This design comes from an exercise in tuning for small area and a short achievable clock period on the open sky130 flow, not from production work. Only simulation tests tie the RTL to the original design; equivalence was not proved.

## flow/design.v (module list and top-level ports; edited modules follow where they fit)
// module fpu: 2648 lines
module fpu (clk, rst, in_valid, op_sel, rsA, rsB, out_valid, rd, exc2fsr);
  // ...
==> flow/flow/run.sh <==
#!/bin/bash
# The standard layout, with one change: the buffers that global placement
# puts on every input and output port get a buf_2 cell instead of the
# clkdlybuf4s50_1 delay cell the resizer picks. Every port still has its buffer.
set -euo pipefail
export POST_GLOBAL_PLACE_TCL="$PWD/flow/port_buffers.tcl"
bash standard.sh > standard.log 2>&1
==> flow/flow/port_buffers.tcl <==
# Sourced by ORFS after global placement (POST_GLOBAL_PLACE_TCL): give the port
# buffers inserted by buffer_ports a buf_2 cell.
set n 0
foreach inst [[ord::get_db_block] getInsts] {
  if {[regexp {^(input|output)[0-9]+$} [$inst getName]] &&
      [[$inst getMaster] getName] eq "sky130_fd_sc_hd__clkdlybuf4s50_1"} {
    replace_cell [$inst getName] sky130_fd_sc_hd__buf_2
    incr n
  }
}
puts "port_buffers.tcl: $n port buffers now sky130_fd_sc_hd__buf_2"
==> flow/standard.sh <==
#!/bin/bash
# synth_recipe.tcl (not shown) runs the flow's synth.tcl, then flattens the netlist and writes it again
# the make line also repeats each setting of config.mk as NAME=value (left out here)
make -C /OpenROAD-flow-scripts/flow DESIGN_CONFIG=/design/flow/config.mk WORK_HOME=/design/flow/orfs CLKGATE_MAP_FILE= SYNTH_SCRIPT=/design/flow/synth_recipe.tcl "${@:-finish}"
==> flow/config.mk <==
export PLATFORM = sky130hd
export DESIGN_NAME = fpu
export DESIGN_NICKNAME = fpu
export VERILOG_FILES = /design/flow/design.v
export SDC_FILE = /design/flow/constraint.sdc
export NUM_CORES = 4
export LEC_CHECK = 0
export ABC_AREA = 1
export CAP_MARGIN = 20
export CORE_MARGIN = 2
export CORE_UTILIZATION = 40
export SLEW_MARGIN = 20
==> flow/constraint.sdc <==
create_clock -name core_clock -period 30.0 [get_ports {clk}]
set_input_delay 6.0000 -clock core_clock [delete_from_list [all_inputs] [get_ports {clk}]]
set_output_delay 6.0000 -clock core_clock [all_outputs]
set_load 0.01 [all_outputs]
==> flow_summary.yaml, run 1 <==
floorplan:
  io_pins: 109
  rows: 199
sta:
  rsz0062_at_grt: "no"
  setup_viol: 0
  finalMaxSlewViolations: 0
global_routing:
  use_met2_pct: 48.4
  use_met3_pct: 5.43
worst_setup_path:
  crit_chain: "buf_2 -> nor4_1 -> nand2_1 -> nor3_1 -> nand2_1 -> inv_1 -> o21ai_0"
  start_kind: "input port"
  r2r-start: "st1[62]$_DFF_P_"
  crit_required_ps: 30630
  end_kind: "register"
  crit_family: "simple AND/OR/NAND/NOR gates"
final_layout:
  dominant-cell-class: "multi-input gates"
  multi_input_area_share_pct: 67.2
  nets: 18900
  syn_to_final_growth_pct: 7.20
routing:
  avgRoutedWirePerCell_microns: 23.1
  ant_nets: 0
clocking:
  clk_path_buf_depth: 4
  post_cts_buffers: 0
  root_buffer: "clkbuf_16"
logic_synthesis:
  synthDistinctLibCells: 80
  syn_nets: 19300
  synth_seq_cells: 1045
  async_flop_share_pct: 0
  synth-edff-count: 0
outcome:
  status: "no timing/DRC/antenna violations"
worst_hold_path:
  worstHoldStart: "nvx_r1$_DFF_P_"
==> run 2: changes to the inputs <==
--- a/flow/config.mk
+++ b/flow/config.mk
@@ -10,3 +10,5 @@
 export CORE_MARGIN = 2
 export CORE_UTILIZATION = 40
+export CTS_CLUSTER_DIAMETER = 100
+export CTS_CLUSTER_SIZE = 20
 export SLEW_MARGIN = 20
==> run 2 against run 1 <==
  * Register-to-register slack got worse by 130 ps
  * Critical endpoint unchanged
  * Setup slack worse by 32 ps
  * First-iteration DRC count shrank 3.0%
  * Worst hold slack better by 37 ps
  * Still clean
  * Clock-buffer cell count down 57
  * Largest cell class unchanged
  * Critical path depth unchanged
  * Sequential share of layout area rose by 0.25 points
  * Cell count shrank 0.47%
==> flow_summary.yaml, run 2 <==
outcome:
  status: "no timing/DRC/antenna violations"
worst_setup_path:
  cp_max_fo: 24
  critPathMostFrequentCell: "nand2_1"
  cp_slowest_cell: "inv_1"
  cpPeakStageDelay_ps: 610
  arrival_ps: 8120
  path_class: "input port to register"
  end_kind: "register"
  cp_num_buf_inv: 2
  start_kind: "input port"
  rr_worst_depth: 28
  cp.depth: 7
  crit_family: "simple AND/OR/NAND/NOR gates"
  crit_required_ps: 30620
  crit_chain: "buf_2 -> nor4_1 -> nand2_1 -> nor3_1 -> nand2_1 -> inv_1 -> o21ai_0"
sta:
  period_needed_ps: 7500
  finalHoldViolations: 0
  tightest_slew_ps: 1350
  fin_tns_setup_ps: 0
  finClkSkew_ps: 85.8
  max_freq_ghz: 0.133
  hold_slack_ps: 273
  fin_crit_sh_pct: 25.0
  setup_viol: 0
  rsz0062_at_grt: "no"
  finalMaxSlewViolations: 0
  slew_headroom_pct: 9.02
final_layout:
  postLayoutCellArea_sq_um: 124000
  syn_to_final_growth_pct: 5.61
  n_fill_cell: 31800
  reg_top3: "st9 x102, st8 x99, st7 x96"
  regMostFlops: "st9"
  drive_above_1_share_pct: 3.70
  nets: 18900
  largest_reg_flops: 102
  final_common_cell: "nand2_1"
  layout_common_cells: "3,888 x nand2_1, 2,244 x inv_1, 1,620 x o21ai_0"
  final_cells: 21400
logic_synthesis:
  syn_nets: 19300
  synth.most_common_cell: "nand2_1"
  async_flop_share_pct: 0
  synth_seq_cells: 1045
  synth-edff-count: 0
  synthFlopType: "dfxtp_1"
  ys_warn_count: 1
  netlist_top_cells_count: "3,890 x nand2_1, 2,248 x inv_1, 1,620 x o21ai_0, 1,316 x a21oi_1, 1,127 x nor2_1"
  postSynthCellCount: 17800
  synth_top_area_share_pct: 17.8
  synthDistinctLibCells: 80
  syn_area_sq_um: 118000
  yosysTopAreaCell: "dfxtp_1"
  ys_seq_area_share_pct: 17.8
  synthTopCellsByArea: "dfxtp_1 18%, nand2_1 12%, ha_1 9.4%"
  syn_area_per_cell_sq_um: 6.60
global_routing:
  grt_use_total_pct: 31.8
  overflow: 0
  grt_pass1_vias: 112000
  antenna_found_initial: 16
  grt_pass1_wl_microns: 729000
  grt_max_degree: 97
clocking:
  numCtsBuffers: 80
  root_buffer: "clkbuf_16"
  ctsResizeCount: 0
  ctsHoldBuffers: 0
  clkTransAtPathRegs_ps: 80
  htreeDepth: 3
  clk_path_buf_depth: 4
  cts_sinks: 1045
  post_cts_buffers: 0
  cts_tree: "done"
  insertion_delay_ps: 850
routing:
  ant_nets: 0
  via_count: 123000
  drc: 0
  drtIter0Drc: 15200
  wl_microns: 494000
  drtPass1Iterations: 23
  vias_per_cell: 5.74
  avgRoutedWirePerCell_microns: 23.1
flow_run:
  cap_violations: 0
placement:
  dp.cells: 21300
  port_buffers: 108
  hpwl_microns: 388000
  place_area_sq_um: 122000
floorplan:
  die_area_sq_um: 298000
  io_pins: 109
  coreArea_sq_um: 293000
  die_x_microns: 546
  die-height_microns: 546
  rows: 199
  initial_core_util_pct: 40.1
worst_hold_path:
  min_path_cells: 0
  worstHoldPathType: "register to register"
==> run 2: cell counts after synthesis <==
Identical to the previous run, type by type.
==> run 2: final timing paths <==
| kind | slack, ps | end | from |
|---|---|---|---|
| setup reg to reg | 22930 | st2[56]$_DFF_P_ | st1[29]$_DFF_P_ |
| setup / recovery | 22500 | xb0[20]$_DFF_P_ | rsB[27] |
| hold / removal | 270 | st7[92]$_DFF_P_ | st6[88]$_DFF_P_ |
| hold reg to reg | 270 | st7[92]$_DFF_P_ | st6[88]$_DFF_P_ |
==> run 2: worst register-to-register path, delay by kind of cell, from the launching register on <==
kind / cells / cell delay [ps]
compound gates: 6 / 1420
buf+inv: 6 / 1710
fa+ha+maj: 2 / 800
simple gates: 12 / 1400
xor+xnor: 2 / 1310
flops: 1 / 340
==> run 2: area by class of cell <==
| cell class | count | area, sq um | area share [%] |
|---|---|---|---|
| diodes | 9 | 22.5 | 0.0181 |
| clock buffers | 88 | 2060 | 1.66 |
| clock inverters | 34 | 457 | 0.368 |
| inverters | 2356 | 8840 | 7.12 |
| multi-input cells | 13600 | 84700 | 68.2 |
| flip-flops and latches | 1045 | 20900 | 16.9 |
| well taps | 3919 | 4900 | 3.95 |
| repair buffers | 335 | 2250 | 1.81 |
==> run 2: kinds of logic after synthesis <==
| group | synth area share, % |
|---|---|
| and+or+nand+nor | 22.9 |
| buffers and inverters | 10.2 |
| adders and majority gates | 17.6 |
| muxes | 0.237 |
| xor gates and xnor gates | 10.3 |
| AOI/OAI and AO/OA | 21.0 |
| DFF | 17.8 |
==> run 2: per-stage QoR <==
step / utilization (%) / setup slack (ps)
3_5_place_dp: 41.5 / 21370
3_3_place_gp: 41.7 / 20900
2_1_floorplan: - / 22760
5_1_grt: 42.3 / 22230
6_report: 42.3 / 22500
4_1_cts: 42.3 / 22230
==> run 2: routing by layer <==
| metal | GRT usage, % | routed length (microns) | vias up |
|---|---|---|---|
| li1 | - | - | 58300 |
| met5 | 0 | 64 | - |
| met3 | 4.93 | 47200 | 1061 |
| met4 | 11.9 | 21500 | 10 |
| met1 | 45.0 | 216000 | 57300 |
| met2 | 48.3 | 210000 | 6251 |

## port drivers added, routing unchanged
The results above use ideal ports. As a check the final layouts listed here were re-extracted and re-timed, cells and wires unchanged.
Step 1: set_driving_cell puts a clkbuf_16 on clk and a buf_2 on each other input, an assumption about the parent block.
Step 2 times the ports against the registers' clock, not the clock port: input delays grow and output delays shrink by t, the midpoint of the rising clock arrivals with the driver on.
Slacks: ideal / step 1 / step 2; pairs: ideal / step 1.
run	t, ns	slack for setup (ns)	worst setup path after step 2	worst register clock-pin slew, ns	worst data-port slew with drivers (ns)
run 1	0.949	22.533 / 22.533 / 21.668	input to register	0.08 / 0.08	0.04
run 2	0.909	22.500 / 22.584 / 21.675	input to register	0.09 / 0.09	0.04
After both steps every run listed still meets setup and hold. For run 1, which loses most, drivers alone change the setup slack by 0.000 ns; drivers and shift together by -0.865 ns.
